From an optimization exercise on the open Yosys and OpenROAD flow, aimed at small area, a short achievable clock period and few clock cycles; shortcuts taken in it are not production practice. Function was checked by simulation only, so behaviour that the tests miss may differ from the original.

==> flow/design.v <==
`timescale 1ns / 1ps
module cpu(
	input clk,rst,
	output [9:0] instr_Addr,
	input [15:0] instr,
	output reg [8:0] data_Addr,
	output reg [15:0] write_data,
	input [15:0] read_data,
	output write_enable
    );
localparam DS = 4;           
localparam SS = 4;           
localparam SN = 16/SS;       
integer i;
reg [9:0]  PC;
reg [15:0] IR;
reg [15:0] X, Y, ACC;
reg [3:0]  FL;               
reg [8:0]  SP;
reg        we_r;
reg        e_mem;            
reg        kill;             
assign instr_Addr   = PC;
assign write_enable = we_r;
reg        busy;
reg [2:0]  cnt;
reg        ph;               
reg        po;               
reg [16:0] R;
reg [31:0] Aq;
reg [15:0] Q;
wire [5:0]  op  = kill ? 6'd0 : IR[15:10];
wire [15:0] imm = {{7{IR[8]}}, IR[8:0]};
wire isRI = (op==6'd32) | (op==6'd36) | (op==6'd58) | (op==6'd61);
wire isAI = (op==6'd33) | (op==6'd37) | (op==6'd59) | (op==6'd62) | (op==6'd45) |
            (op==6'd47) | (op==6'd49) | (op==6'd51) | (op==6'd53) | (op==6'd55);
wire c_sh  = (op==6'd40);
wire c_pop = (op==6'd1) & ~IR[9];
wire c_psh = (op==6'd1) & IR[9];
wire c_ld  = (op==6'd2) | (op==6'd4);
wire c_mvi = (op==6'd6);
wire c_mvr = (op==6'd7);
wire c_rad = (op==6'd8);
wire c_pow = (op==6'd9);
wire c_jmp = (op==6'd30);
wire c_ret = (op==6'd31);
wire c_add = (op==6'd32) | (op==6'd33) | (op==6'd34);
wire c_sub = (op==6'd36) | (op==6'd37) | (op==6'd38);
wire c_cmp = (op==6'd58) | (op==6'd59) | (op==6'd60);
wire c_inc = (op==6'd42);
wire c_dec = (op==6'd43);
wire c_mul = (op==6'd44) | (op==6'd45);
wire c_div = (op==6'd46) | (op==6'd47);
wire c_mod = (op==6'd48) | (op==6'd49);
wire c_and = (op==6'd50) | (op==6'd51);
wire c_or  = (op==6'd52) | (op==6'd53);
wire c_xor = (op==6'd54) | (op==6'd55);
wire c_not = (op==6'd56);
wire c_neg = (op==6'd57);
wire c_tst = (op==6'd61) | (op==6'd62) | (op==6'd63);
wire isDIV = c_div | c_mod;
reg [1:0] aS, bS;
always @(*) begin
	if (isRI)                 aS = {1'b0, IR[9]};
	else if (isAI | c_rad | c_pow) aS = 2'd2;
	else if (c_sh)            aS = IR[6:5];
	else                      aS = IR[9:8];
	if (isRI | isAI | c_mvi)  bS = 2'd3;
	else if (c_sh)            bS = IR[4] ? 2'd3 : IR[3:2];
	else if (c_pow)           bS = IR[9:8];
	else                      bS = IR[7:6];
end
reg [15:0] srcA, srcB;
always @(*) begin
	case (aS)
		2'd0: srcA = X;
		2'd1: srcA = Y;
		2'd2: srcA = ACC;
		default: srcA = imm;
	endcase
	case (bS)
		2'd0: srcB = X;
		2'd1: srcB = Y;
		2'd2: srcB = ACC;
		default: srcB = imm;
	endcase
end
wire        a_inv = c_sub | c_cmp | c_dec | c_neg;
wire [15:0] a_opa = c_neg ? 16'd0 : srcA;
wire [15:0] a_opb = (c_inc | c_dec) ? 16'd1 : c_neg ? srcA : srcB;
wire [15:0] a_b2  = a_opb ^ {16{a_inv}};
wire [16:0] sum = {1'b0, a_opa} + {a_inv, a_b2} + {16'd0, a_inv};
wire        a_ovf = (srcA[15] == a_b2[15]) & (sum[15] != srcA[15]);
wire [2:0]  sh_md = IR[9:7];
wire        sh_m  = IR[4] | IR[1] | IR[0];
wire [4:0]  sh_n  = sh_m ? {1'b0, srcB[3:0]} : (srcB[15:5] != 11'd0) ? 5'd31 : srcB[4:0];
wire        sh_s  = srcA[15];
wire [4:0]  sh_k  = sh_md[0] ? 5'd17 - sh_n : sh_n;
reg  [33:0] sh_w;
always @(*) begin
	case (sh_md)
		3'd0: sh_w = {17'd0, srcA, 1'b0};
		3'd1: sh_w = {1'b0, srcA, 17'd0};
		3'd2: sh_w = {{17{sh_s}}, srcA, 1'b0};
		3'd3: sh_w = {1'b0, srcA, {17{sh_s}}};
		3'd4: sh_w = {2'b00, srcA, srcA};
		3'd5: sh_w = {1'b0, srcA, srcA, 1'b0};
		default: sh_w = {FL[1], srcA, FL[1], srcA};
	endcase
end
wire [33:0] sh_wk = sh_w >> sh_k;
wire [16:0] sh_o  = sh_wk[16:0];
wire        sh_z  = (sh_n >= 5'd18) | ((sh_n == 5'd17) & ~(sh_md[2] & sh_md[1]));
reg  [15:0] sh_res;
reg         sh_c;
always @(*) begin
	case (sh_md)
		3'd0, 3'd2: begin sh_res = sh_o[16:1]; sh_c = sh_o[0]; end
		3'd4: begin sh_res = sh_o[15:0]; sh_c = sh_o[15]; end
		3'd5: begin sh_res = sh_o[15:0]; sh_c = sh_o[0]; end
		default: begin sh_res = sh_o[15:0]; sh_c = sh_o[16]; end
	endcase
	if (sh_md == 3'd2 && sh_n == 5'd16) sh_res[15] = 1'b0;
	if (sh_z) begin sh_res = 16'd0; sh_c = 1'b0; end
end
wire        pe_neg = srcB[15];
wire        pe_le0 = pe_neg | (srcB == 16'd0);
wire        pe_le1 = pe_le0 | (srcB == 16'd1);
wire        pe_le2 = pe_le1 | (srcB == 16'd2);
reg  [16:0] ma, mb;
reg  [33:0] madd;
always @(*) begin
	if (busy) begin
		ma = ph ? {X[15], X} : {1'b0, ACC};
		mb = {Q[15], Q};
		madd = ph ? {{17{R[16]}}, R} : 34'd0;
	end else begin
		ma = (c_pow & pe_le0) ? 17'd1 : {srcA[15], srcA};
		mb = c_pow ? (pe_le1 ? 17'd1 : {srcA[15], srcA}) : {srcB[15], srcB};
		madd = 34'd0;
	end
end
reg [33:0] ms, mc, mrow, mns, mnc, mp;
reg        mcy;
integer    mi, mj;
always @(*) begin
	ms = madd; mc = 34'd0;
	for (mj = 0; mj < 17; mj = mj + 1) begin
		mrow = 34'd0;
		for (mi = 0; mi < 17; mi = mi + 1) begin
			if ((mi == 16) ^ (mj == 16)) mrow[mi+mj] = ~(ma[mi] & mb[mj]);
			else mrow[mi+mj] = ma[mi] & mb[mj];
		end
		if (mj == 0) begin mrow[17] = 1'b1; mrow[33] = 1'b1; end
		mns = ms ^ mc ^ mrow;
		mnc = ((ms & mc) | (ms & mrow) | (mc & mrow)) << 1;
		ms = mns; mc = mnc;
	end
	mcy = 1'b0;
	for (mi = 0; mi < 34; mi = mi + 1) begin
		mp[mi] = ms[mi] ^ mc[mi] ^ mcy;
		mcy = (ms[mi] & mc[mi]) | (mcy & (ms[mi] ^ mc[mi]));
	end
end
wire m_fit = (mp[31:15] == 17'd0) || (mp[31:15] == 17'h1ffff);
function [31:0] cneg32;          
	input [31:0] x; input s;
	integer k; reg p;
	begin
		p = 1'b0;
		for (k = 0; k < 32; k = k + 1) begin
			cneg32[k] = x[k] ^ (s & p);
			p = p | x[k];
		end
	end
endfunction
function [15:0] cneg16;
	input [15:0] x; input s;
	integer k; reg p;
	begin
		p = 1'b0;
		for (k = 0; k < 16; k = k + 1) begin
			cneg16[k] = x[k] ^ (s & p);
			p = p | x[k];
		end
	end
endfunction
wire [31:0] dvd = {X, srcA};
wire [31:0] MX  = cneg32(dvd, X[15]);
wire [15:0] MY  = cneg16(srcB, srcB[15]);
wire        sk16 = MX[31:16] < MY;
wire        sk24 = (MX[31:24] == 8'd0) && (MX[23:8] < MY);
reg  [15:0] dr;
reg  [31:0] da;
reg  [17:0] dt;
always @(*) begin
	if (busy) begin
		dr = R[15:0]; da = Aq;
	end else if (sk24) begin
		dr = MX[23:8]; da = {MX[7:0], 24'd0};
	end else if (sk16) begin
		dr = MX[31:16]; da = {MX[15:0], 16'd0};
	end else begin
		dr = 16'd0; da = MX;
	end
	for (i = 0; i < DS; i = i + 1) begin
		dt = {1'b0, dr, da[31]} - {2'b0, MY};
		if (!dt[17]) dr = dt[15:0];
		else         dr = {dr[14:0], da[31]};
		da = {da[30:0], ~dt[17]};
	end
end
wire [31:0] quo = cneg32(da, X[15] ^ srcB[15]);
wire [15:0] rem = cneg16(dr, X[15]);
wire        d_ovf = (dvd == 32'h80000000) && (srcB == 16'hffff);
wire        d_z   = (srcB == 16'd0);
wire [2:0]  d_first = sk24 ? 3'd1 : sk16 ? 3'd3 : 3'd7;
reg  [16:0] sr;
reg  [31:0] sa;
reg  [15:0] sq;
reg  [19:0] st;
always @(*) begin
	sr = busy ? R : 17'd0;
	sa = busy ? Aq : {X, ACC};
	sq = busy ? Q : 16'd0;
	for (i = 0; i < SS; i = i + 1) begin
		st = {1'b0, sr, sa[31:30]} - {2'b0, sq, 2'b01};
		if (!st[19]) sr = st[16:0];
		else         sr = {sr[14:0], sa[31:30]};
		sq = {sq[14:0], ~st[19]};
		sa = {sa[29:0], 2'b00};
	end
end
reg e_fin;
always @(*) begin
	if (isDIV)      e_fin = busy && cnt == 3'd0;
	else if (c_rad) e_fin = X[15] || (busy && cnt == SN-1);
	else if (c_pow) e_fin = busy ? (ph && Aq[15:0] == 16'd3) : pe_le2;
	else            e_fin = 1'b1;
end
wire s_sum = c_add | c_sub | c_cmp | c_inc | c_dec | c_neg;
wire s_and = c_and | c_tst;
wire [15:0] alu16 = ({16{s_sum}} & sum[15:0]) |
                    ({16{c_sh}}  & sh_res[15:0]) |
                    ({16{s_and}} & (srcA & srcB)) |
                    ({16{c_or}}  & (srcA | srcB)) |
                    ({16{c_xor}} & (srcA ^ srcB)) |
                    ({16{c_not}} & ~srcA);
wire pow_st = c_pow & ~busy;
wire pow_p0 = c_pow & busy & ~ph;
wire pow_p1 = c_pow & busy & ph;
wire s_mp   = c_mul | pow_st;                    
wire rad_x  = X[15];
wire [15:0] vA = ({16{s_sum | c_sh | s_and | c_or | c_xor | c_not}} & alu16) |
                 ({16{s_mp | pow_p0}} & mp[15:0]) |
                 ({16{c_div}} & quo[15:0]) |
                 ({16{c_mod}} & rem) |
                 ({16{c_rad & ~rad_x}} & sq) |
                 ({16{pow_p1}} & ACC);
wire [15:0] vX = ({16{s_mp}} & mp[31:16]) |
                 ({16{c_div}} & quo[31:16]) |
                 ({16{pow_p1}} & mp[15:0]);
wire is32 = s_mp | c_div | pow_p1;
wire d_x   = IR[9:8] == 2'd0;
wire d_y   = IR[9:8] == 2'd1;
wire d_a   = IR[9];
wire p_x   = IR[8:7] == 2'd0;
wire p_y   = IR[8:7] == 2'd1;
wire wX_rd = (c_pop & p_x) | (c_ld & ~IR[9]);
wire wY_rd = (c_pop & p_y) | (c_ld & IR[9]);
wire wA_rd = c_pop & ~p_x & ~p_y;
wire wX_b  = (c_mvi & ~IR[9]) | (c_mvr & d_x);
wire wY_b  = (c_mvi & IR[9]) | (c_mvr & d_y);
wire wA_b  = c_mvr & d_a;
wire wX_s  = (c_inc | c_dec) & d_x;
wire wY_s  = (c_inc | c_dec) & d_y;
wire wA_v  = ((c_inc | c_dec) & d_a) | c_add | c_sub | c_sh | c_and | c_or | c_xor |
             c_not | c_neg | c_mul | pow_st | pow_p0 | ((c_div | c_mod | c_rad) & e_fin);
wire wX_v  = c_mul | pow_st | pow_p1 | (c_div & e_fin);
wire hX    = ~(wX_rd | wX_b | wX_s | wX_v);
wire hY    = ~(wY_rd | wY_b | wY_s);
wire hA    = ~(wA_rd | wA_b | wA_v);
wire [15:0] X_alt = ({16{wX_b}} & srcB) | ({16{wX_s}} & sum[15:0]) | ({16{wX_v}} & vX) | ({16{hX}} & X);
wire [15:0] Y_alt = ({16{wY_b}} & srcB) | ({16{wY_s}} & sum[15:0]) | ({16{hY}} & Y);
wire [15:0] A_alt = ({16{wA_b}} & srcB) | ({16{wA_v}} & vA) | ({16{hA}} & ACC);
wire [15:0] X_n   = ({16{wX_rd}} & read_data) | ({16{wX_b}} & srcB) | ({16{wX_s}} & sum[15:0]) |
                    ({16{wX_v}} & vX) | ({16{hX}} & X);
wire [15:0] Y_n   = ({16{wY_rd}} & read_data) | ({16{wY_b}} & srcB) | ({16{wY_s}} & sum[15:0]) |
                    ({16{hY}} & Y);
wire [15:0] ACC_n = ({16{wA_rd}} & read_data) | ({16{wA_b}} & srcB) | ({16{wA_v}} & vA) |
                    ({16{hA}} & ACC);
wire f_ar  = c_add | c_sub | c_cmp | c_inc | c_dec;
wire f_lg  = s_and | c_or | c_xor | c_not | c_neg;
wire f_set = f_ar | f_lg | c_sh | c_mul | (isDIV & e_fin) | (c_rad & e_fin) | (c_pow & e_fin);
wire vz16  = (vA == 16'd0);
wire vzx   = (vX == 16'd0);
wire f_Z   = vz16 & (~is32 | vzx) & ~(f_ar & sum[16]);
wire f_N   = is32 ? vX[15] : vA[15];
wire f_C   = (f_ar & sum[16]) | (c_sh & sh_c) | (c_mul & m_fit) | (isDIV & d_z) |
             (c_rad & rad_x) | (pow_st & (pe_neg | (ACC == 16'd0))) | (pow_p1 & (Q == 16'd0)) |
             (f_lg & FL[1]);
wire f_O   = (f_ar & a_ovf) | (c_sh & (sh_res[15] != srcA[15])) | (c_mul & m_fit) |
             (isDIV & d_ovf) | (c_rad & ~rad_x & sq[15]) | (pow_p1 & (po | ~m_fit)) |
             (f_lg & FL[0]);
wire [3:0] FL_n = f_set ? {f_Z, f_N, f_C, f_O} : FL;
wire       sp_dec = c_psh | c_jmp;
wire [8:0] SP_n = SP + {{8{sp_dec}}, sp_dec | c_pop | c_ret};
wire [5:0] iop = instr[15:10];
wire       ret_stall = (iop == 6'd31) & e_mem;
wire       Zn = FL_n[3], Nn = FL_n[2], Cn = FL_n[1], On = FL_n[0];
reg        take;
always @(*) begin
	case (iop)
		6'd16: take = 1'b1;
		6'd17: take = Zn;
		6'd18: take = ~Zn;
		6'd19: take = (Nn != On);
		6'd20: take = ~Zn & (On == Nn);
		6'd21: take = Zn | (On != Nn);
		6'd22: take = (Nn == On);
		6'd23: take = Cn;
		6'd24: take = On;
		6'd30: take = 1'b1;
		default: take = 1'b0;
	endcase
end
wire [9:0]  PC1 = PC + 10'd1;
wire        i_psh = (iop == 6'd1) & instr[9];
wire        i_st  = (iop == 6'd3) | (iop == 6'd5);
wire        rX = i_psh ? (instr[8:7] == 2'd0) : i_st & ~instr[9];
wire        rY = i_psh ? (instr[8:7] == 2'd1) : i_st &  instr[9];
wire        rA = i_psh & (instr[8:7] == 2'd2);
wire        rP = (iop == 6'd30) | (i_psh & (instr[8:7] == 2'd3));
wire        rd_hit = (rX & wX_rd) | (rY & wY_rd) | (rA & wA_rd);
wire [15:0] wd_reg = ({16{rX}} & X_alt) | ({16{rY}} & Y_alt) | ({16{rA}} & A_alt) | ({16{rP}} & {6'd0, PC1});
wire [15:0] wd_n   = rd_hit ? read_data : wd_reg;
wire        b_hit  = instr[9] ? wX_rd : wY_rd;
wire [8:0]  b_reg  = (instr[9] ? X_alt[8:0] : Y_alt[8:0]) + instr[8:0];
wire [8:0]  b_rd   = read_data[8:0] + instr[8:0];
wire [8:0]  b_addr = b_hit ? b_rd : b_reg;
wire [8:0]  sp_m1  = SP_n - 9'd1;
wire [8:0]  sp_p1  = SP_n + 9'd1;
reg  [8:0]  da_n;
always @(*) begin
	case (iop)
		6'd1:  da_n = instr[9] ? sp_m1 : SP_n;
		6'd2, 6'd3: da_n = instr[8:0];
		6'd4, 6'd5: da_n = b_addr;
		6'd30: da_n = sp_m1;
		6'd31: da_n = e_mem ? SP_n : sp_p1;
		default: da_n = SP_n;
	endcase
end
wire we_n  = ((iop == 6'd1) & instr[9]) | (iop == 6'd3) | (iop == 6'd5) | (iop == 6'd30);
wire mem_n = (iop == 6'd1) | (iop == 6'd2) | (iop == 6'd3) | (iop == 6'd4) | (iop == 6'd5) | (iop == 6'd30);
always @(posedge clk) begin
	if (rst) begin
		PC <= 10'd0; IR <= 16'd0;
		X <= 16'd0; Y <= 16'd0; ACC <= 16'd0; FL <= 4'd0; SP <= 9'd0;
		we_r <= 1'b0; e_mem <= 1'b0; kill <= 1'b0; data_Addr <= 9'd0; write_data <= 16'd0;
		busy <= 1'b0; cnt <= 3'd0; ph <= 1'b0; po <= 1'b0;
	end else begin
		X <= X_n; Y <= Y_n; ACC <= ACC_n; FL <= FL_n; SP <= SP_n;
		if (e_fin) begin
			IR <= instr;
			kill <= ret_stall;
			PC <= ret_stall ? PC : (iop == 6'd31) ? read_data[9:0] : take ? instr[9:0] : PC1;
			we_r <= we_n;
			e_mem <= mem_n;
			data_Addr <= da_n;
			write_data <= wd_n;
		end
		if (e_fin) begin
			busy <= 1'b0; cnt <= 3'd0; ph <= 1'b0;
		end else begin
			busy <= 1'b1;
			if (isDIV) cnt <= busy ? cnt - 3'd1 : d_first - 3'd1;
			else       cnt <= cnt + 3'd1;
		end
		if (isDIV) begin
			R <= {1'b0, dr}; Aq <= da;
		end
		if (c_rad) begin
			R <= sr; Aq <= sa; Q <= sq;
		end
		if (c_pow) begin
			if (!busy) begin
				Q <= ACC; Aq[15:0] <= srcB; po <= 1'b0;
			end else if (!ph) begin
				R <= mp[32:16]; ph <= 1'b1;
			end else begin
				po <= po | ~m_fit; Aq[15:0] <= Aq[15:0] - 16'd1; ph <= 1'b0;
			end
		end
	end
end
endmodule
==> flow/constraint.sdc <==
create_clock -name core_clock -period 165.0 [get_ports {clk}]
set_input_delay 33.0000 -clock core_clock [delete_from_list [all_inputs] [get_ports {clk}]]
set_output_delay 33.0000 -clock core_clock [all_outputs]
set_load 0.01 [all_outputs]
==> flow/run.sh <==
#!/bin/bash
# synth_recipe.tcl (not shown) runs the flow's synth.tcl, then flattens the netlist and writes it again
# the make line also repeats each setting of config.mk as NAME=value (left out here)
make -C /OpenROAD-flow-scripts/flow DESIGN_CONFIG=/design/flow/config.mk WORK_HOME=/design/flow/orfs CLKGATE_MAP_FILE= SYNTH_SCRIPT=/design/flow/synth_recipe.tcl finish
==> flow/config.mk <==
export PLATFORM = sky130hd
export DESIGN_NAME = cpu
export DESIGN_NICKNAME = cpu
export VERILOG_FILES = /design/flow/design.v
export SDC_FILE = /design/flow/constraint.sdc
export NUM_CORES = 4
export LEC_CHECK = 0
export ABC_AREA = 1
export CAP_MARGIN = 20
export CORE_MARGIN = 2
export CORE_UTILIZATION = 40
export SLEW_MARGIN = 20
==> impl_metrics.ini, run 1 <==
[run_status]
outcome = complete, no violations

[timing]
relSlewSlack_pct = 23.7
period_minus_slack_ns = 37.38
layout_worst_path_cycle_share_pct = 22.7
tns_ns = 0
finalSetupViolCount = 0
fin_skew_ns = 0.0231
tightest_slew_ns = 1.14
hold_viol = 0
drv_slew = 0
max_freq_mhz = 26.8
rsz0062_at_grt = false

[setup_path]
critPathTopFamily = buffers and inverters
setup.worst_path.start_class = input pin
crit_fanout = 18
crit_required_ns = 165.42
critPathKind = input pin to register
rr_worst_depth = 156
cp.arrival_ns = 37.80
worstPathCellList = clkdlybuf4s50_1 > inv_1 > o21ai_0 > clkinv_1 > a22oi_1 > ha_1 > inv_1 > fa_1 > o31ai_1 > inv_1 > nor2_1 > nor2_1 > nor2_1 > nor2_1 > nor2_1 > o21ai_0 > nand2_1 > xor2_1 > inv_1 > nor2_1 > o21ai_0 > a32o_1
worstReg2RegStart = IR[10]
cpMostUsedCell = nor2_1
cp-end-kind = register
slowest_delay_ns = 0.90
reg2reg_to = data_Addr[8]
r2r_setup_slack_ns = 138.43
cp_num_buf_inv = 6
critical_path.slowest_cell = clkdlybuf4s50_1

[floorplan]
row_count = 112
core_mm2 = 0.0932
ios = 70
start_util_pct = 40.3
die-width_um = 311
die_height_um = 311
die-area_mm2 = 0.0964

[route]
drc = 0
vias = 41969
avgViaCountPerCell = 6.05
drtIter0Drc = 6481
detail-route-antenna-nets = 0
dr.pass1.iters = 9
wirelength_um = 179000
wl_per_cell_um = 25.8

[cts]
cts_resized = 0
numCtsBuffers = 17
cts-htree-levels = 4
cts_buffer_depth = 2
clockRootBuffer = clkbuf_16
clk_latency_ns = 0.53
cts_tree = built
clock-sinks = 186
hold_buffers = 0
post_cts_buffers = 0
clk_pin_slew_ns = 0.08

[synth]
ys_ff_latch = 186
synth_fa_ha_area_share_pct = 23.7
ys_warn_count = 1
synth.most_common_cell = nand2_1
synth_nets = 6281
synth_top_area_cell = fa_1
synthXorXnorAreaFrac_pct = 4.68
synth_flop_cell = dfxtp_1
synth_top_family_by_area = simple AND/OR/NAND/NOR gates
synthMuxAreaShare_pct = 0.453
netlist_top_cells_count = nand2_1, inv_1, o21ai_0, nor2_1, a21oi_1
yosys.area_share.simple_pct = 26.4
synth_top_area_share_pct = 14.8
synth_compound_gate_area_share_pct = 22.1
synth_edf_count = 65
post_synth_inst_count = 5701
async_reset_ff_share_pct = 0
synthesis.area_mm2 = 0.0376
yosysSeqAreaShare_pct = 11.6
synth_cell_types = 78
avgSynthCellArea_um2 = 6.59
synth_area_leaders = fa_1, nand2_1, ha_1, inv_1, o21ai_0

[job]
maxCapViolCount = 0

[placed_design]
dpl.hpwl_um = 142000
place_congestion = 1.14
numPortBuffers = 69

[global_routing]
grt_max_degree = 64
grt_pass1_wl_um = 260000
grt_pass1_vias = 38624
grt_util_all_layers_pct = 36.0
antenna_found_initial = 8
overflow = 0

[layout]
drive_above_1_share_pct = 5.45
final_nets = 6240
area_growth_pct = 7.39

[hold_path]
holdCritPathClass = register to register
min-delay-start = write_data[5]
min_path_cells = 1
hold_end = write_data[5]
sequential cells by signal, indices dropped and copies added, names as in the netlist, 16 cells and up:
| name | cells |
|---|---|
| Aq | 32 |
| R | 17 |
| ACC | 16 |
| IR | 16 |
| Q | 16 |
| X | 16 |
| Y | 16 |
| write_data | 16 |
worst max path at each step:
| stage | start | to | slack (ns) | cells after the start |
|---|---|---|---|---|
| global placement | instr[9] | data_Addr[8] | 127.36 | 22 |
| floorplan | instr[9] | data_Addr[8] | 128.97 | 22 |
| finish | instr[9] | data_Addr[8] | 127.62 | 22 |
| detailed placement | instr[9] | data_Addr[8] | 127.17 | 22 |
| CTS | instr[9] | data_Addr[8] | 127.71 | 22 |
| global route | instr[9] | data_Addr[8] | 127.16 | 23 |
per-stage QoR:
stage          utilization, %  area (um^2)  cells  hold slack (ns)  setup WS, ns
5_1_grt                  43.3        40300   6927            0.499        127.16
3_5_place_dp             42.6        39700   6894            0.457        127.17
2_1_floorplan               -        37600   5701            0.442        128.97
4_1_cts                  43.3        40300   6926            0.474        127.71
6_report                 43.3        40400   6934            0.472        127.62
3_3_place_gp             42.6        39700   6894            0.463        127.36
layout by cell type (no fill, tap or decap), types with 47 or more instances in the layout:
cell             instances
clkdlybuf4s50_1         69
buf_4                  114
a22oi_1                 59
a21oi_1                318
edfxtp_1                65
dfxtp_1                119
nor3_1                  57
inv_1                  774
nor2_1                 431
o221ai_1                63
o21ai_0                554
fa_1                   277
o211ai_1                57
nand3_1                300
o22ai_1                 64
ha_1                   269
nand2_1               1301
xnor2_1                 67
o21ai_1                 47
xor2_1                 134
nand4_1                 53
layer usage:
layer,vias up,part of all wire (%),track usage (%)
li1,18962,-,-
met1,19985,40,47.2
met4,6,6.9,20.8
met5,-,0.022,0
met2,2434,42,53.3
met3,582,11,9.59
area by class of cell:
type | instances | area, um^2
Antenna cell | 7 | 17.5
Fill cell | 10040 | 52800
Sequential cell | 186 | 4380
Timing Repair Buffer | 184 | 1550
Multi-Input combinational cell | 4448 | 29200
Clock buffer | 17 | 425
Tap cell | 1254 | 1570
Inverter | 823 | 3090
Clock inverter | 15 | 175
logic make-up after synthesis:
logic type               after synthesis
AND/OR/NAND/NOR                     2297
AO/OA/AOI/OAI                       1386
buffers and inverters               1067
adder cells (fa/ha/maj)              547
XOR/XNOR                             201
flip-flops                           186
multiplexers                          17
worst register-to-register path: cells and delay by family, from the launching register on:
kind            cells  cell delay (ns)
compound gates     56             9.65
xor+xnor            1             0.14
fa+ha+maj           7             2.39
buf+inv            14             3.01
flops               1             0.51
simple gates       78            10.79
==> inputs of run 2 (changes only) <==
--- a/flow/design.v
+++ b/flow/design.v
@@ -28,7 +28,6 @@
 reg        po;               
 reg [16:0] R;
 reg [31:0] Aq;
-reg [15:0] Q;
 wire [5:0]  op  = kill ? 6'd0 : IR[15:10];
 wire [15:0] imm = {{7{IR[8]}}, IR[8:0]};
 wire isRI = (op==6'd32) | (op==6'd36) | (op==6'd58) | (op==6'd61);
@@ -89,7 +88,17 @@
 wire [15:0] a_opa = c_neg ? 16'd0 : srcA;
 wire [15:0] a_opb = (c_inc | c_dec) ? 16'd1 : c_neg ? srcA : srcB;
 wire [15:0] a_b2  = a_opb ^ {16{a_inv}};
-wire [16:0] sum = {1'b0, a_opa} + {a_inv, a_b2} + {16'd0, a_inv};
+reg  [16:0] sum;
+reg         a_cy;
+integer     ai;
+always @(*) begin                
+	a_cy = a_inv;
+	for (ai = 0; ai < 16; ai = ai + 1) begin
+		sum[ai] = a_opa[ai] ^ a_b2[ai] ^ a_cy;
+		a_cy = (a_opa[ai] & a_b2[ai]) | (a_cy & (a_opa[ai] ^ a_b2[ai]));
+	end
+	sum[16] = a_inv ^ a_cy;
+end
 wire        a_ovf = (srcA[15] == a_b2[15]) & (sum[15] != srcA[15]);
 wire [2:0]  sh_md = IR[9:7];
 wire        sh_m  = IR[4] | IR[1] | IR[0];
@@ -127,16 +136,16 @@
 wire        pe_le0 = pe_neg | (srcB == 16'd0);
 wire        pe_le1 = pe_le0 | (srcB == 16'd1);
 wire        pe_le2 = pe_le1 | (srcB == 16'd2);
-reg  [16:0] ma, mb;
+reg  [15:0] ma, mb;
 reg  [33:0] madd;
 always @(*) begin
 	if (busy) begin
-		ma = ph ? {X[15], X} : {1'b0, ACC};
-		mb = {Q[15], Q};
-		madd = ph ? {{17{R[16]}}, R} : 34'd0;
+		ma = ph ? X : ACC;
+		mb = Aq[31:16];
+		madd = ph ? {{17{R[16]}}, R} : (ACC[15] ? {{2{Aq[31]}}, Aq[31:16], 16'd0} : 34'd0);
 	end else begin
-		ma = (c_pow & pe_le0) ? 17'd1 : {srcA[15], srcA};
-		mb = c_pow ? (pe_le1 ? 17'd1 : {srcA[15], srcA}) : {srcB[15], srcB};
+		ma = (c_pow & pe_le0) ? 16'd1 : srcA;
+		mb = c_pow ? (pe_le1 ? 16'd1 : srcA) : srcB;
 		madd = 34'd0;
 	end
 end
@@ -145,13 +154,13 @@
 integer    mi, mj;
 always @(*) begin
 	ms = madd; mc = 34'd0;
-	for (mj = 0; mj < 17; mj = mj + 1) begin
+	for (mj = 0; mj < 16; mj = mj + 1) begin
 		mrow = 34'd0;
-		for (mi = 0; mi < 17; mi = mi + 1) begin
-			if ((mi == 16) ^ (mj == 16)) mrow[mi+mj] = ~(ma[mi] & mb[mj]);
+		for (mi = 0; mi < 16; mi = mi + 1) begin
+			if ((mi == 15) ^ (mj == 15)) mrow[mi+mj] = ~(ma[mi] & mb[mj]);
 			else mrow[mi+mj] = ma[mi] & mb[mj];
 		end
-		if (mj == 0) begin mrow[17] = 1'b1; mrow[33] = 1'b1; end
+		if (mj == 0) begin mrow[16] = 1'b1; mrow[31] = 1'b1; mrow[32] = 1'b1; mrow[33] = 1'b1; end
 		mns = ms ^ mc ^ mrow;
 		mnc = ((ms & mc) | (ms & mrow) | (mc & mrow)) << 1;
 		ms = mns; mc = mnc;
@@ -190,47 +199,54 @@
 wire [15:0] MY  = cneg16(srcB, srcB[15]);
 wire        sk16 = MX[31:16] < MY;
 wire        sk24 = (MX[31:24] == 8'd0) && (MX[23:8] < MY);
-reg  [15:0] dr;
-reg  [31:0] da;
-reg  [17:0] dt;
+reg  [16:0] e_r0, e_r;
+reg  [31:0] e_a0;
+reg  [15:0] e_q;
+reg  [3:0]  e_qd;
+reg  [18:0] e_m, e_d;
+reg  [19:0] e_t;
+reg         e_ge;
+integer     j;
 always @(*) begin
 	if (busy) begin
-		dr = R[15:0]; da = Aq;
+		e_r0 = R; e_a0 = Aq;
+	end else if (c_rad) begin
+		e_r0 = 17'd0; e_a0 = {X, ACC};
 	end else if (sk24) begin
-		dr = MX[23:8]; da = {MX[7:0], 24'd0};
+		e_r0 = {1'b0, MX[23:8]}; e_a0 = {MX[7:0], 24'd0};
 	end else if (sk16) begin
-		dr = MX[31:16]; da = {MX[15:0], 16'd0};
+		e_r0 = {1'b0, MX[31:16]}; e_a0 = {MX[15:0], 16'd0};
 	end else begin
-		dr = 16'd0; da = MX;
+		e_r0 = 17'd0; e_a0 = MX;
 	end
-	for (i = 0; i < DS; i = i + 1) begin
-		dt = {1'b0, dr, da[31]} - {2'b0, MY};
-		if (!dt[17]) dr = dt[15:0];
-		else         dr = {dr[14:0], da[31]};
-		da = {da[30:0], ~dt[17]};
+	e_q = busy ? ACC : 16'd0;
+	e_r = e_r0;
+	e_qd = 4'd0;
+	for (j = 0; j < DS; j = j + 1) begin
+		if (c_rad) begin
+			e_m = {e_r[16:0], e_a0[31-2*j], e_a0[30-2*j]};
+			e_d = {1'b0, e_q, 2'b01};
+		end else begin
+			e_m = {2'b00, e_r[15:0], e_a0[31-j]};
+			e_d = {3'b000, MY};
+		end
+		e_t  = {1'b0, e_m} - {1'b0, e_d};
+		e_ge = ~e_t[19];
+		e_r  = e_ge ? e_t[16:0] : e_m[16:0];
+		e_q  = {e_q[14:0], e_ge};
+		e_qd = {e_qd[2:0], e_ge};
 	end
 end
+wire [31:0] da = {e_a0[27:0], e_qd};
+wire [15:0] dr = e_r[15:0];
+wire [15:0] sq = e_q;
+wire [31:0] sa = {e_a0[23:0], 8'd0};
+wire [16:0] sr = e_r;
 wire [31:0] quo = cneg32(da, X[15] ^ srcB[15]);
 wire [15:0] rem = cneg16(dr, X[15]);
 wire        d_ovf = (dvd == 32'h80000000) && (srcB == 16'hffff);
 wire        d_z   = (srcB == 16'd0);
 wire [2:0]  d_first = sk24 ? 3'd1 : sk16 ? 3'd3 : 3'd7;
-reg  [16:0] sr;
-reg  [31:0] sa;
-reg  [15:0] sq;
-reg  [19:0] st;
-always @(*) begin
-	sr = busy ? R : 17'd0;
-	sa = busy ? Aq : {X, ACC};
-	sq = busy ? Q : 16'd0;
-	for (i = 0; i < SS; i = i + 1) begin
-		st = {1'b0, sr, sa[31:30]} - {2'b0, sq, 2'b01};
-		if (!st[19]) sr = st[16:0];
-		else         sr = {sr[14:0], sa[31:30]};
-		sq = {sq[14:0], ~st[19]};
-		sa = {sa[29:0], 2'b00};
-	end
-end
 reg e_fin;
 always @(*) begin
 	if (isDIV)      e_fin = busy && cnt == 3'd0;
@@ -275,7 +291,7 @@
 wire wX_s  = (c_inc | c_dec) & d_x;
 wire wY_s  = (c_inc | c_dec) & d_y;
 wire wA_v  = ((c_inc | c_dec) & d_a) | c_add | c_sub | c_sh | c_and | c_or | c_xor |
-             c_not | c_neg | c_mul | pow_st | pow_p0 | ((c_div | c_mod | c_rad) & e_fin);
+             c_not | c_neg | c_mul | pow_st | pow_p0 | ((c_div | c_mod) & e_fin) | c_rad;
 wire wX_v  = c_mul | pow_st | pow_p1 | (c_div & e_fin);
 wire hX    = ~(wX_rd | wX_b | wX_s | wX_v);
 wire hY    = ~(wY_rd | wY_b | wY_s);
@@ -283,12 +299,9 @@
 wire [15:0] X_alt = ({16{wX_b}} & srcB) | ({16{wX_s}} & sum[15:0]) | ({16{wX_v}} & vX) | ({16{hX}} & X);
 wire [15:0] Y_alt = ({16{wY_b}} & srcB) | ({16{wY_s}} & sum[15:0]) | ({16{hY}} & Y);
 wire [15:0] A_alt = ({16{wA_b}} & srcB) | ({16{wA_v}} & vA) | ({16{hA}} & ACC);
-wire [15:0] X_n   = ({16{wX_rd}} & read_data) | ({16{wX_b}} & srcB) | ({16{wX_s}} & sum[15:0]) |
-                    ({16{wX_v}} & vX) | ({16{hX}} & X);
-wire [15:0] Y_n   = ({16{wY_rd}} & read_data) | ({16{wY_b}} & srcB) | ({16{wY_s}} & sum[15:0]) |
-                    ({16{hY}} & Y);
-wire [15:0] ACC_n = ({16{wA_rd}} & read_data) | ({16{wA_b}} & srcB) | ({16{wA_v}} & vA) |
-                    ({16{hA}} & ACC);
+wire [15:0] X_n   = X_alt | ({16{wX_rd}} & read_data);
+wire [15:0] Y_n   = Y_alt | ({16{wY_rd}} & read_data);
+wire [15:0] ACC_n = A_alt | ({16{wA_rd}} & read_data);
 wire f_ar  = c_add | c_sub | c_cmp | c_inc | c_dec;
 wire f_lg  = s_and | c_or | c_xor | c_not | c_neg;
 wire f_set = f_ar | f_lg | c_sh | c_mul | (isDIV & e_fin) | (c_rad & e_fin) | (c_pow & e_fin);
@@ -297,7 +310,7 @@
 wire f_Z   = vz16 & (~is32 | vzx) & ~(f_ar & sum[16]);
 wire f_N   = is32 ? vX[15] : vA[15];
 wire f_C   = (f_ar & sum[16]) | (c_sh & sh_c) | (c_mul & m_fit) | (isDIV & d_z) |
-             (c_rad & rad_x) | (pow_st & (pe_neg | (ACC == 16'd0))) | (pow_p1 & (Q == 16'd0)) |
+             (c_rad & rad_x) | (pow_st & (pe_neg | (ACC == 16'd0))) | (pow_p1 & (Aq[31:16] == 16'd0)) |
              (f_lg & FL[1]);
 wire f_O   = (f_ar & a_ovf) | (c_sh & (sh_res[15] != srcA[15])) | (c_mul & m_fit) |
              (isDIV & d_ovf) | (c_rad & ~rad_x & sq[15]) | (pow_p1 & (po | ~m_fit)) |
@@ -334,10 +347,10 @@
 wire        rd_hit = (rX & wX_rd) | (rY & wY_rd) | (rA & wA_rd);
 wire [15:0] wd_reg = ({16{rX}} & X_alt) | ({16{rY}} & Y_alt) | ({16{rA}} & A_alt) | ({16{rP}} & {6'd0, PC1});
 wire [15:0] wd_n   = rd_hit ? read_data : wd_reg;
-wire        b_hit  = instr[9] ? wX_rd : wY_rd;
-wire [8:0]  b_reg  = (instr[9] ? X_alt[8:0] : Y_alt[8:0]) + instr[8:0];
+wire [8:0]  b_x    = X_alt[8:0] + instr[8:0];
+wire [8:0]  b_y    = Y_alt[8:0] + instr[8:0];
 wire [8:0]  b_rd   = read_data[8:0] + instr[8:0];
-wire [8:0]  b_addr = b_hit ? b_rd : b_reg;
+wire [8:0]  b_addr = instr[9] ? (wX_rd ? b_rd : b_x) : (wY_rd ? b_rd : b_y);
 wire [8:0]  sp_m1  = SP_n - 9'd1;
 wire [8:0]  sp_p1  = SP_n + 9'd1;
 reg  [8:0]  da_n;
@@ -381,11 +394,11 @@
 			R <= {1'b0, dr}; Aq <= da;
 		end
 		if (c_rad) begin
-			R <= sr; Aq <= sa; Q <= sq;
+			R <= sr; Aq <= sa;
 		end
 		if (c_pow) begin
 			if (!busy) begin
-				Q <= ACC; Aq[15:0] <= srcB; po <= 1'b0;
+				Aq[31:16] <= ACC; Aq[15:0] <= srcB; po <= 1'b0;
 			end else if (!ph) begin
 				R <= mp[32:16]; ph <= 1'b1;
 			end else begin
==> impl_metrics.ini, run 2 <==
[run_status]
outcome = complete, no violations

[cts]
post_cts_buffers = 0
hold_buffers = 0
cts-htree-levels = 4
clk_latency_ns = 0.49
cts_tree = built
clock-sinks = 170
cts_buffer_depth = 2
clockRootBuffer = clkbuf_16
cts_resized = 0
numCtsBuffers = 17
clk_pin_slew_ns = 0.08

[route]
detail-route-antenna-nets = 0
drtIter0Drc = 6498
drc = 0
wl_per_cell_um = 29.1
wirelength_um = 194000
dr.pass1.iters = 7
vias = 41696
avgViaCountPerCell = 6.24

[layout]
seq_area_mm2 = 0.00389
final_nets = 6010
mostFrequentLayoutCell = nand2_1
layout_common_cells = nand2_1, inv_1, o21ai_0, nor2_1, a21oi_1
reg_top3 = Aq: 32 flops, R: 17 flops
n_fill_cell = 9560
largest_reg_flops = 32
top_register = Aq
area_growth_pct = 7.40
drive_above_1_share_pct = 6.72
multi_input_area_mm2 = 0.0280
fin_area_mm2 = 0.0384
fin_cells = 6677

[floorplan]
die-width_um = 303
start_util_pct = 40.4
row_count = 109
die-area_mm2 = 0.0918
ios = 70
die_height_um = 303
core_mm2 = 0.0885

[setup_path]
cp-startpoint = instr[9]
setup.worst_path.start_class = input pin
worstReg2RegStart = kill
cp.arrival_ns = 36.69
worstPathCellList = clkdlybuf4s50_1 > inv_1 > nor2_1 > inv_1 > o32ai_4 > nand2_1 > nand3_1 > a21oi_1 > a22o_1
slowest_delay_ns = 0.80
critical_path.slowest_cell = nand3_1
cp-end-kind = register
crit_required_ns = 165.36
crit_fanout = 29
critPathKind = input pin to register
cpMostUsedCell = inv_1

[global_routing]
overflow = 0
antenna_found_initial = 15
grt_pass1_vias = 37663
grt_util_all_layers_pct = 41.4
grt_pass1_wl_um = 274000
grt_max_degree = 80

[synth]
synth_top_area_share_pct = 15.6
synth_area_leaders = fa_1, nand2_1, inv_1, o21ai_0, ha_1
synth_cell_types = 75
avgSynthCellArea_um2 = 6.45
synth_top_area_cell = fa_1
synthesis.area_mm2 = 0.0358
netlist_top_cells_count = nand2_1, inv_1, o21ai_0, nor2_1, a21oi_1
async_reset_ff_share_pct = 0
ys_warn_count = 1
post_synth_inst_count = 5543
synth_nets = 6059
yosysSeqAreaShare_pct = 10.9
synth.most_common_cell = nand2_1
ys_ff_latch = 170
synth_flop_cell = dfxtp_1
synth_edf_count = 49

[timing]
drv_slew = 0
tns_ns = 0
fin_skew_ns = 0.0278
rsz0062_at_grt = false
tightest_slew_ns = 1.27
relSlewSlack_pct = 15.3
hold_viol = 0
finalSetupViolCount = 0
layout_worst_path_cycle_share_pct = 22.0
period_minus_slack_ns = 36.32
setup_slack_ns = 128.68
max_freq_mhz = 27.5

[placed_design]
place_congestion = 1.11
place_inst = 6640
dpl-instance-area_mm2 = 0.0378
place_ws_ns = 127.97
numPortBuffers = 69
dpl.hpwl_um = 155000

[job]
maxCapViolCount = 0

[hold_path]
min-delay-start = data_Addr[1]
holdCritPathClass = register to register
run 2: cell count changes after synthesis, moves of 21 or more:
cell,change
ha_1,-65
a22oi_1,-24
nand3_2,+21
nor2_1,+47
xnor2_1,-30
nand2_1,-79
a21oi_1,+23
xor2_1,-22
inv_1,-59
nand2_2,+27
run 2: final cells by class:
type / count / share of cell area, %
flip-flops and latches: 170 / 10.1
clock inverters: 13 / 0.349
inverters: 771 / 7.56
repair buffers: 190 / 4.16
diodes: 5 / 0.0326
well taps: 1165 / 3.80
multi-input cells: 4344 / 72.8
clock buffers: 19 / 1.15
run 2: worst max-delay path, delay by kind of cell:
kind            cells  cell delay, ns
buf+inv             3            1.34
simple gates        3            1.28
compound gates      3            1.05
run 2: cell families after synthesis:
group / after synthesis / share of synthesized area (%)
xor+xnor: 149 / 3.65
mux: 23 / 0.644
buf+inv: 1029 / 11.1
compound gates: 1391 / 23.0
flops: 170 / 10.9
fa+ha+maj: 482 / 22.7
simple gates: 2299 / 28.0
run 2: path summary, 6_finish.rpt:
kind | cells after the start | slack [ns] | to
max reg2reg | 80 | 138.92 | PC[2]
min | 2 | 0.47 | data_Addr[1]
max | 9 | 128.68 | write_data[6]
min reg2reg | 2 | 0.47 | data_Addr[1]
run 2: per-stage QoR:
stage	hold WS, ns	util (%)
2_1_floorplan	0.451	-
3_3_place_gp	0.444	42.7
3_5_place_dp	0.460	42.7
4_1_cts	0.480	43.4
5_1_grt	0.503	43.4
6_report	0.474	43.4
run 2: per-layer routing:
metal  share of wire (%)  GRT usage [%]  wire [um]  up-vias
met4                 5.2           17.7      10000       14
met5               0.046              0         90        -
met1                  43           59.3      82700    20008
met2                  39           57.9      76500     2857
met3                  13           11.2      24700      435
li1                    -              -          -    18382
Testbench counts of run 2, summed over its fixed seeds: cycles 34,444.
==> inputs of run 3 (changes only) <==
--- a/flow/design.v
+++ b/flow/design.v
@@ -338,12 +338,12 @@
 	endcase
 end
 wire [9:0]  PC1 = PC + 10'd1;
-wire        i_psh = (iop == 6'd1) & instr[9];
-wire        i_st  = (iop == 6'd3) | (iop == 6'd5);
-wire        rX = i_psh ? (instr[8:7] == 2'd0) : i_st & ~instr[9];
-wire        rY = i_psh ? (instr[8:7] == 2'd1) : i_st &  instr[9];
-wire        rA = i_psh & (instr[8:7] == 2'd2);
-wire        rP = (iop == 6'd30) | (i_psh & (instr[8:7] == 2'd3));
+wire        i_j   = iop[4];
+wire        i_st  = iop[1] | iop[2];
+wire        rX = ~i_j & (i_st ? ~instr[9] : (instr[8:7] == 2'd0));
+wire        rY = ~i_j & (i_st ?  instr[9] : (instr[8:7] == 2'd1));
+wire        rA = ~i_j & ~i_st & (instr[8:7] == 2'd2);
+wire        rP = i_j | (~i_st & (instr[8:7] == 2'd3));
 wire        rd_hit = (rX & wX_rd) | (rY & wY_rd) | (rA & wA_rd);
 wire [15:0] wd_reg = ({16{rX}} & X_alt) | ({16{rY}} & Y_alt) | ({16{rA}} & A_alt) | ({16{rP}} & {6'd0, PC1});
 wire [15:0] wd_n   = rd_hit ? read_data : wd_reg;
--- a/flow/config.mk
+++ b/flow/config.mk
@@ -6,7 +6,7 @@
 export NUM_CORES = 4
 export LEC_CHECK = 0
 export ABC_AREA = 1
-export CAP_MARGIN = 20
+export CAP_MARGIN = 30
 export CORE_MARGIN = 2
 export CORE_UTILIZATION = 40
 export SLEW_MARGIN = 20
==> impl_metrics.ini, run 3 <==
[route]
wirelength_um = 195000
dr.pass1.iters = 9
avgViaCountPerCell = 6.21
drtIter0Drc = 6332
detail-route-antenna-nets = 0
vias = 41634
drc = 0
wl_per_cell_um = 29.1

[synth]
synth_top_area_share_pct = 15.5
synth_nets = 6089
synth_edf_count = 49
ys_warn_count = 1
post_synth_inst_count = 5573
synth_top_area_cell = fa_1
yosysSeqAreaShare_pct = 10.8
async_reset_ff_share_pct = 0
synth_area_leaders = fa_1, nand2_1, o21ai_0, inv_1, ha_1
ys_ff_latch = 170
synth_cell_types = 81
synthesis.area_mm2 = 0.0359
synth_flop_cell = dfxtp_1
avgSynthCellArea_um2 = 6.45
netlist_top_cells_count = nand2_1, inv_1, o21ai_0, nor2_1, a21oi_1
synth.most_common_cell = nand2_1

[floorplan]
die_height_um = 304
die-width_um = 304
start_util_pct = 40.5
core_mm2 = 0.0886
row_count = 109
ios = 70
die-area_mm2 = 0.0922

[global_routing]
grt_max_degree = 56
antenna_found_initial = 21
met2_usage_pct = 57.3
grt_util_all_layers_pct = 41.2
top_usage_layer = met1
grt_pass1_vias = 37962
grt_pass1_wl_um = 277000
overflow = 0
use_met1_pct = 58.9
use_met3_pct = 12.4

[cts]
clockRootBuffer = clkbuf_16
post_cts_buffers = 0
cts_tree = built
hold_buffers = 0
clk_pin_slew_ns = 0.08
cts_buffer_depth = 2
cts_resized = 0
numCtsBuffers = 17
clk_latency_ns = 0.48
clock-sinks = 170
cts-htree-levels = 4

[layout]
area_growth_pct = 7.31
reg_top3 = Aq: 32 flops, R: 17 flops
final_nets = 6039
top_register = Aq
mostFrequentLayoutCell = nand2_1
drive_above_1_share_pct = 6.90
layout_common_cells = nand2_1, inv_1, o21ai_0, nor2_1, a21oi_1
largest_reg_flops = 32

[timing]
hold_viol = 0
finalSetupViolCount = 0
tns_ns = 0
layout_worst_path_cycle_share_pct = 21.7
period_minus_slack_ns = 35.88
drv_slew = 0
relSlewSlack_pct = 27.6
fin_skew_ns = 0.0171
rsz0062_at_grt = false
hold_ws_ns = 0.475
max_freq_mhz = 27.9
tightest_slew_ns = 1.08

[setup_path]
crit_required_ns = 165.39
critical_path.slowest_cell = clkdlybuf4s50_1
critPathKind = input pin to register
setup.worst_path.start_class = input pin
crit_fanout = 7
slowest_delay_ns = 0.72
cp-end-kind = register
cpMostUsedCell = nor2_1
worstPathCellList = clkdlybuf4s50_1 > inv_1 > fa_1 > o21ai_0 > a21oi_1 > o21ai_0 > and2_1 > nor2_1 > nor2_1 > nor2_1 > xor2_1 > xor2_1 > nand2_1 > a22oi_1 > a21oi_1 > o31ai_1
cp.arrival_ns = 36.27

[placed_design]
numPortBuffers = 69
dpl.hpwl_um = 157000
place_congestion = 1.12

[hold_path]
holdCritPathClass = register to register

[run_status]
outcome = complete, no violations

[job]
maxCapViolCount = 0
run 3: path summary, 6_finish.rpt:
path / startpoint / to / slack (ns) / cells after the start
max: instr[1] / data_Addr[8] / 129.12 / 16
min: data_Addr[2] / data_Addr[2] / 0.47 / 2
max reg2reg: kill / PC[7] / 138.62 / 127
min reg2reg: data_Addr[2] / data_Addr[2] / 0.47 / 2
run 3: per-stage QoR:
step	cell area, um^2	util [%]	setup WS [ns]	cells
after floorplan	35900	-	129.22	5573
after global placement	37800	42.7	128.47	6657
after detailed placement	37900	42.7	128.61	6664
after CTS	38500	43.4	129.13	6696
after global routing	38500	43.5	128.59	6701
final	38600	43.5	129.12	6706
run 3: cell type report:
type	instances	area, um^2
Antenna cell	5	12.5
Clock buffer	18	439
Clock inverter	14	156
Fill cell	9637	50100
Inverter	746	2820
Multi-Input combinational cell	4393	28100
Sequential cell	170	3900
Tap cell	1165	1460
Timing Repair Buffer	195	1660
run 3: cell families after synthesis:
| logic type | synth area share (%) |
|---|---|
| compound gates | 22.3 |
| xor+xnor | 3.63 |
| fa+ha+maj | 22.6 |
| buf+inv | 11.2 |
| flops | 10.8 |
| mux | 0.279 |
| simple gates | 29.2 |
run 3: layer usage:
layer / vias to the layer above / share of wire, %
li1: 18428 / -
met1: 20060 / 43
met2: 2714 / 39
met3: 418 / 13
met4: 14 / 4.5
met5: - / 0.053
run 3: critical path, delay by kind of cell:
family | cells | cell delay, ns
compound gates | 6 | 1.05
xor+xnor | 2 | 0.33
fa+ha+maj | 1 | 0.48
buf+inv | 2 | 0.95
simple gates | 5 | 0.43
Testbench counts of run 3, summed over its fixed seeds: cycles 34,444.
==> inputs of run 4 (changes only) <==
==> flow/flow/run.sh (new file) <==
#!/bin/bash
# The standard layout (standard.sh, unchanged synthesis and steps), with one
# difference: the buffer that ORFS puts on every input and output port is a
# sky130_fd_sc_hd__buf_4 instead of the default choice. make's full output goes
# to standard.log here; each ORFS step keeps its own log under orfs/logs/.
set -euo pipefail
export BUFFER_PORTS_ARGS="-buffer_cell sky130_fd_sc_hd__buf_4"
bash standard.sh > standard.log 2>&1
==> flow/standard.sh (new file) <==
#!/bin/bash
# synth_recipe.tcl (not shown) runs the flow's synth.tcl, then flattens the netlist and writes it again
# the make line also repeats each setting of config.mk as NAME=value (left out here)
make -C /OpenROAD-flow-scripts/flow DESIGN_CONFIG=/design/flow/config.mk WORK_HOME=/design/flow/orfs CLKGATE_MAP_FILE= SYNTH_SCRIPT=/design/flow/synth_recipe.tcl "${@:-finish}"
removed: flow/run.sh
==> impl_metrics.ini, run 4 <==
[route]
drc = 0
wl_per_cell_um = 27.6
vias = 41529
avgViaCountPerCell = 6.21
drtIter0Drc = 6453
detail-route-antenna-nets = 0
wirelength_um = 184000
dr.pass1.iters = 10

[layout]
area_growth_pct = 6.69
drive_above_1_share_pct = 7.88
largest_reg_flops = 32
layout_common_cells = nand2_1, inv_1, o21ai_0, nor2_1, a21oi_1
mostFrequentLayoutCell = nand2_1
top_register = Aq
final_nets = 6024
reg_top3 = Aq: 32 flops, R: 17 flops
n_fill_cell = 9541

[synth]
synth_top_area_share_pct = 15.5
synth_cell_types = 81
synth_flop_cell = dfxtp_1
async_reset_ff_share_pct = 0
avgSynthCellArea_um2 = 6.45
synth_edf_count = 49
synth.most_common_cell = nand2_1
synthesis.area_mm2 = 0.0359
post_synth_inst_count = 5573
synth_area_leaders = fa_1, nand2_1, o21ai_0, inv_1, ha_1
netlist_top_cells_count = nand2_1, inv_1, o21ai_0, nor2_1, a21oi_1
ys_ff_latch = 170
ys_warn_count = 1
synth_top_area_cell = fa_1
yosysSeqAreaShare_pct = 10.8
synth_nets = 6089

[cts]
post_cts_buffers = 0
cts_tree = built
cts_buffer_depth = 2
numCtsBuffers = 17
clockRootBuffer = clkbuf_16
cts_resized = 0
hold_buffers = 0
cts-htree-levels = 4
clk_pin_slew_ns = 0.08
clock-sinks = 170
clk_latency_ns = 0.49

[global_routing]
antenna_found_initial = 10
grt_util_all_layers_pct = 38.8
grt_pass1_wl_um = 265000
overflow = 0
grt_pass1_vias = 37759
grt_max_degree = 75

[setup_path]
cp.arrival_ns = 35.70
crit_fanout = 36
cp-end-kind = register
worstReg2RegStart = kill
reg2reg_to = data_Addr[8]
critPathKind = input pin to register
crit_required_ns = 165.38
rr_worst_depth = 122
r2r_setup_slack_ns = 138.03
setup.worst_path.start_class = input pin

[timing]
hold_viol = 0
rsz0062_at_grt = false
hold_ws_ns = 0.480
tns_ns = 0
finalSetupViolCount = 0
layout_worst_path_cycle_share_pct = 21.4
fin_skew_ns = 0.0149
drv_slew = 0
relSlewSlack_pct = 27.3
max_freq_mhz = 28.3
tightest_slew_ns = 1.08
period_minus_slack_ns = 35.32

[floorplan]
start_util_pct = 40.5
die_height_um = 304
die-width_um = 304
core_mm2 = 0.0886
row_count = 109
ios = 70
die-area_mm2 = 0.0922

[hold_path]
holdCritPathClass = register to register
min_path_cells = 2
hold_end = data_Addr[0]
min-delay-start = data_Addr[0]

[run_status]
outcome = complete, no violations

[placed_design]
place_congestion = 1.16
dpl.hpwl_um = 148000
numPortBuffers = 69

[job]
maxCapViolCount = 0
==> run 4: logic make-up (layout without fill, tap and decap cells) <==
group | count (synthesis) | after routing | share of synthesized area [%]
simple gates | 2393 | 2393 | 29.2
compound gates | 1359 | 1359 | 22.3
buf+inv | 1010 | 958 | 11.2
fa+ha+maj | 482 | 482 | 22.6
flops | 170 | 170 | 10.8
xor+xnor | 149 | 149 | 3.63
mux | 10 | 10 | 0.279
other cells | 0 | 3 | 0
==> run 4: worst max path at each step <==
stage	slack (ns)	startpoint	depth (start not counted)	to
2_1_floorplan	129.22	instr[14]	13	PC[0]
3_3_place_gp	128.72	rst	5	write_data[10]
3_5_place_dp	128.66	rst	5	write_data[0]
4_1_cts	129.16	rst	5	write_data[11]
5_1_grt	129.46	instr[0]	17	data_Addr[8]
6_report	129.68	rst	6	write_data[11]
==> run 4: cell type report <==
class | count | area (um^2) | area share (%)
inverters | 746 | 2820 | 7.35
well taps | 1165 | 1460 | 3.80
clock inverters | 15 | 186 | 0.486
flip-flops and latches | 170 | 3900 | 10.2
repair buffers | 180 | 1450 | 3.77
clock buffers | 17 | 425 | 1.11
multi-input cells | 4393 | 28100 | 73.3
diodes | 3 | 7.51 | 0.0196
==> run 4: through the flow <==
stage                     worst slack [ns]  instance area, um^2  instances  utilization [%]
final                               129.68                38300       6689             43.2
after global placement              128.72                37500       6642             42.3
after detailed placement            128.66                37600       6650             42.5
after floorplan                     129.22                35900       5573                -
after CTS                           129.16                38200       6682             43.1
after global routing                129.46                38300       6686             43.2
==> run 4: metal layers <==
layer	up-vias	global-route usage (%)	routed length [um]
li1	18409	-	-
met1	19740	55.1	78600
met2	2824	53.3	70800
met3	550	11.6	24200
met4	6	17.8	10700
met5	-	0	41
==> run 4: critical path, cell delays in order <==
cell and delay, ns:
buf_4 0.44, clkinv_2 0.53, nand2_1 0.74, clkinv_1 0.42, buf_16 0.28, a22o_1 0.24
==> inputs of run 5 (changes only) <==
==> flow/flow/run.sh (replaced) <==
#!/bin/bash
# The standard layout (standard.sh, unchanged synthesis and steps), with two
# differences in how the layout is made:
#  - the buffer that ORFS puts on every input and output port is a
#    sky130_fd_sc_hd__buf_4 instead of the default choice;
#  - ORFS's timing repair (floorplan, CTS and global-route steps) aims for
#    130.5 ns of setup slack (SETUP_SLACK_MARGIN) instead of 0. The SDC is
#    the standard flow's, at the design's 165 ns period; the margin only makes the
#    resizer also work on paths longer than 34.5 ns.
# make's full output goes to standard.log here; each ORFS step keeps its own
# log under orfs/logs/.
set -euo pipefail
export BUFFER_PORTS_ARGS="-buffer_cell sky130_fd_sc_hd__buf_4"
export SETUP_SLACK_MARGIN=130.5
bash standard.sh > standard.log 2>&1
==> impl_metrics.ini, run 5 <==
[layout]
multi_input_area_mm2 = 0.0284
layout_common_cells = nand2_1, inv_1, o21ai_0, nor2_1, a21oi_1
largest_reg_flops = 32
area_growth_pct = 8.20
seq_area_mm2 = 0.00390
top_register = Aq
n_fill_cell = 9631
reg_top3 = Aq: 32 flops, R: 17 flops
drive_above_1_share_pct = 9.35
final_nets = 6055
mostFrequentLayoutCell = nand2_1
fin_cells = 6722
fin_area_mm2 = 0.0389
final_util_pct = 43.9

[route]
wl_per_cell_um = 28.7
vias = 41869
detail-route-antenna-nets = 0
drc = 0
wirelength_um = 193000
drtIter0Drc = 6256
avgViaCountPerCell = 6.23
dr.pass1.iters = 9

[setup_path]
crit_fanout = 5
critPathKind = input pin to register
cp-end-kind = register
slowest_delay_ns = 0.37
critical_path.slowest_cell = fa_2
worstPathCellList = buf_12 > ha_2 > fa_2 > nand3_1 > nand2_1 > a21oi_2 > o21ai_1 > a21o_1 > a21oi_1 > xor2_1 > a21oi_1 > a22oi_2 > a21oi_2 > o31ai_1
cp.arrival_ns = 35.32
setup.worst_path.start_class = input pin
crit_required_ns = 165.39

[global_routing]
grt_pass1_wl_um = 275000
grt_max_degree = 70
overflow = 0
antenna_found_initial = 15
grt_pass1_vias = 38120
grt_util_all_layers_pct = 40.5

[run_status]
outcome = complete, no violations

[timing]
rsz0062_at_grt = true
tightest_slew_ns = 1.17
drv_slew = 0
hold_viol = 0
max_freq_mhz = 28.6
fin_skew_ns = 0.0203
finalSetupViolCount = 0
hold_ws_ns = 0.476
tns_ns = 0
layout_worst_path_cycle_share_pct = 21.2
setup_slack_ns = 130.08
relSlewSlack_pct = 21.8
period_minus_slack_ns = 34.93

[synth]
synthMuxAreaShare_pct = 0.279
synth_nets = 6089
synth_top_family_by_area = simple AND/OR/NAND/NOR gates
synth_top_area_cell = fa_1
synth_fa_ha_area_share_pct = 22.6
synth_compound_gate_area_share_pct = 22.3
avgSynthCellArea_um2 = 6.45
post_synth_inst_count = 5573
synth.most_common_cell = nand2_1
synth_cell_types = 81
synth_top_area_share_pct = 15.5
yosysSeqAreaShare_pct = 10.8
synthesis.area_mm2 = 0.0359
yosys.area_share.simple_pct = 29.2
async_reset_ff_share_pct = 0
synth_area_leaders = fa_1, nand2_1, o21ai_0, inv_1, ha_1
synth_edf_count = 49
ys_warn_count = 1
synth_flop_cell = dfxtp_1
ys_ff_latch = 170
synthXorXnorAreaFrac_pct = 3.63
netlist_top_cells_count = nand2_1, inv_1, o21ai_0, nor2_1, a21oi_1

[cts]
numCtsBuffers = 17
clock-sinks = 170
clockRootBuffer = clkbuf_16
cts-htree-levels = 4
cts_tree = built
hold_buffers = 0
clk_latency_ns = 0.49
cts_buffer_depth = 2
clk_pin_slew_ns = 0.08

[floorplan]
die-width_um = 304
row_count = 109
ios = 70
die-area_mm2 = 0.0922
start_util_pct = 40.5
core_mm2 = 0.0886
die_height_um = 304

[placed_design]
place_ws_ns = 128.89
dpl.hpwl_um = 153000
place_congestion = 1.12
numPortBuffers = 69
dpl-instance-area_mm2 = 0.0378
place_inst = 6648

[job]
maxCapViolCount = 0

[hold_path]
holdCritPathClass = register to register
[run 5: cell counts after synthesis]
Identical to the previous run, type by type.
[run 5: cells by family after synthesis]
logic type | after synthesis
simple gates | 2393
compound gates | 1359
buf+inv | 1010
fa+ha+maj | 482
flops | 170
xor+xnor | 149
mux | 10
[run 5: area by class of cell]
| cell class | count | area share, % |
|---|---|---|
| diodes | 5 | 0.0322 |
| clock inverters | 15 | 0.531 |
| well taps | 1165 | 3.75 |
| multi-input cells | 4394 | 73.0 |
| clock buffers | 17 | 1.09 |
| repair inverters | 1 | 0.0193 |
| inverters | 746 | 7.30 |
| repair buffers | 209 | 4.23 |
| flip-flops and latches | 170 | 10.0 |
[run 5: repair_timing]
item / 4_1_cts / 5_1_grt
buffers inserted: 10 / 20
pin swaps: 23 / 27
setup endpoints to repair: 37 / 35
gates resized for setup: 25 / 23
gates cloned: 1 / 2
[run 5: critical path: cells and delay by family]
family / cells / cell delay [ns]
AO/OA/AOI/OAI: 8 / 1.20
AND/OR/NAND/NOR: 2 / 0.19
XOR/XNOR: 1 / 0.23
adder cells (fa/ha/maj): 2 / 0.57
buffers and inverters: 1 / 0.12
[run 5: worst paths after layout]
check / startpoint / endpoint / slack, ns / cells past startpoint
max: instr[0] / data_Addr[8] / 130.08 / 14
min: data_Addr[0] / data_Addr[0] / 0.48 / 2
max reg2reg: kill / PC[6] / 139.36 / 123
min reg2reg: data_Addr[0] / data_Addr[0] / 0.48 / 2
[run 5: per-layer routing]
layer  global-route usage, %  part of all wire (%)
met2                    56.5                    40
met5                       0                 0.050
met3                    12.7                    13
met4                    18.0                   5.2
met1                    56.7                    42

[port drivers added, routing unchanged]
Ports are ideal in the flow. The routed layouts listed here were re-timed in OpenROAD. Step 1 sets driving cells, clkbuf_16 on the clock port and buf_2 on the other inputs (assumed; they add their load-dependent delay and slew). Step 2, shift: input delay + t, output delay - t, t = (earliest + latest rising clock arrival at the registers) / 2. This alone moves slack from input paths to output paths. a / b / c = ideal / step 1 / step 2; a / b = the first two.
run	shift t [ns]	setup slack, ns	hold slack, ns	worst register clock-pin slew, ns
run 1	0.581	127.618 / 127.655 / 127.075	0.472 / 0.472 / 0.472	0.10 / 0.10
run 2	0.542	128.675 / 128.708 / 128.166	0.474 / 0.474 / 0.474	0.09 / 0.09
run 3	0.540	129.119 / 129.157 / 128.618	0.475 / 0.475 / 0.475	0.08 / 0.08
run 4	0.544	129.680 / 129.716 / 129.172	0.480 / 0.480 / 0.480	0.09 / 0.09
run 5	0.539	130.075 / 130.089 / 129.550	0.476 / 0.476 / 0.476	0.10 / 0.10
After both steps setup and hold are still met in every run listed. The setup slack of run 1, which loses most, moves by +0.037 ns with the drivers and by -0.543 ns with both steps.
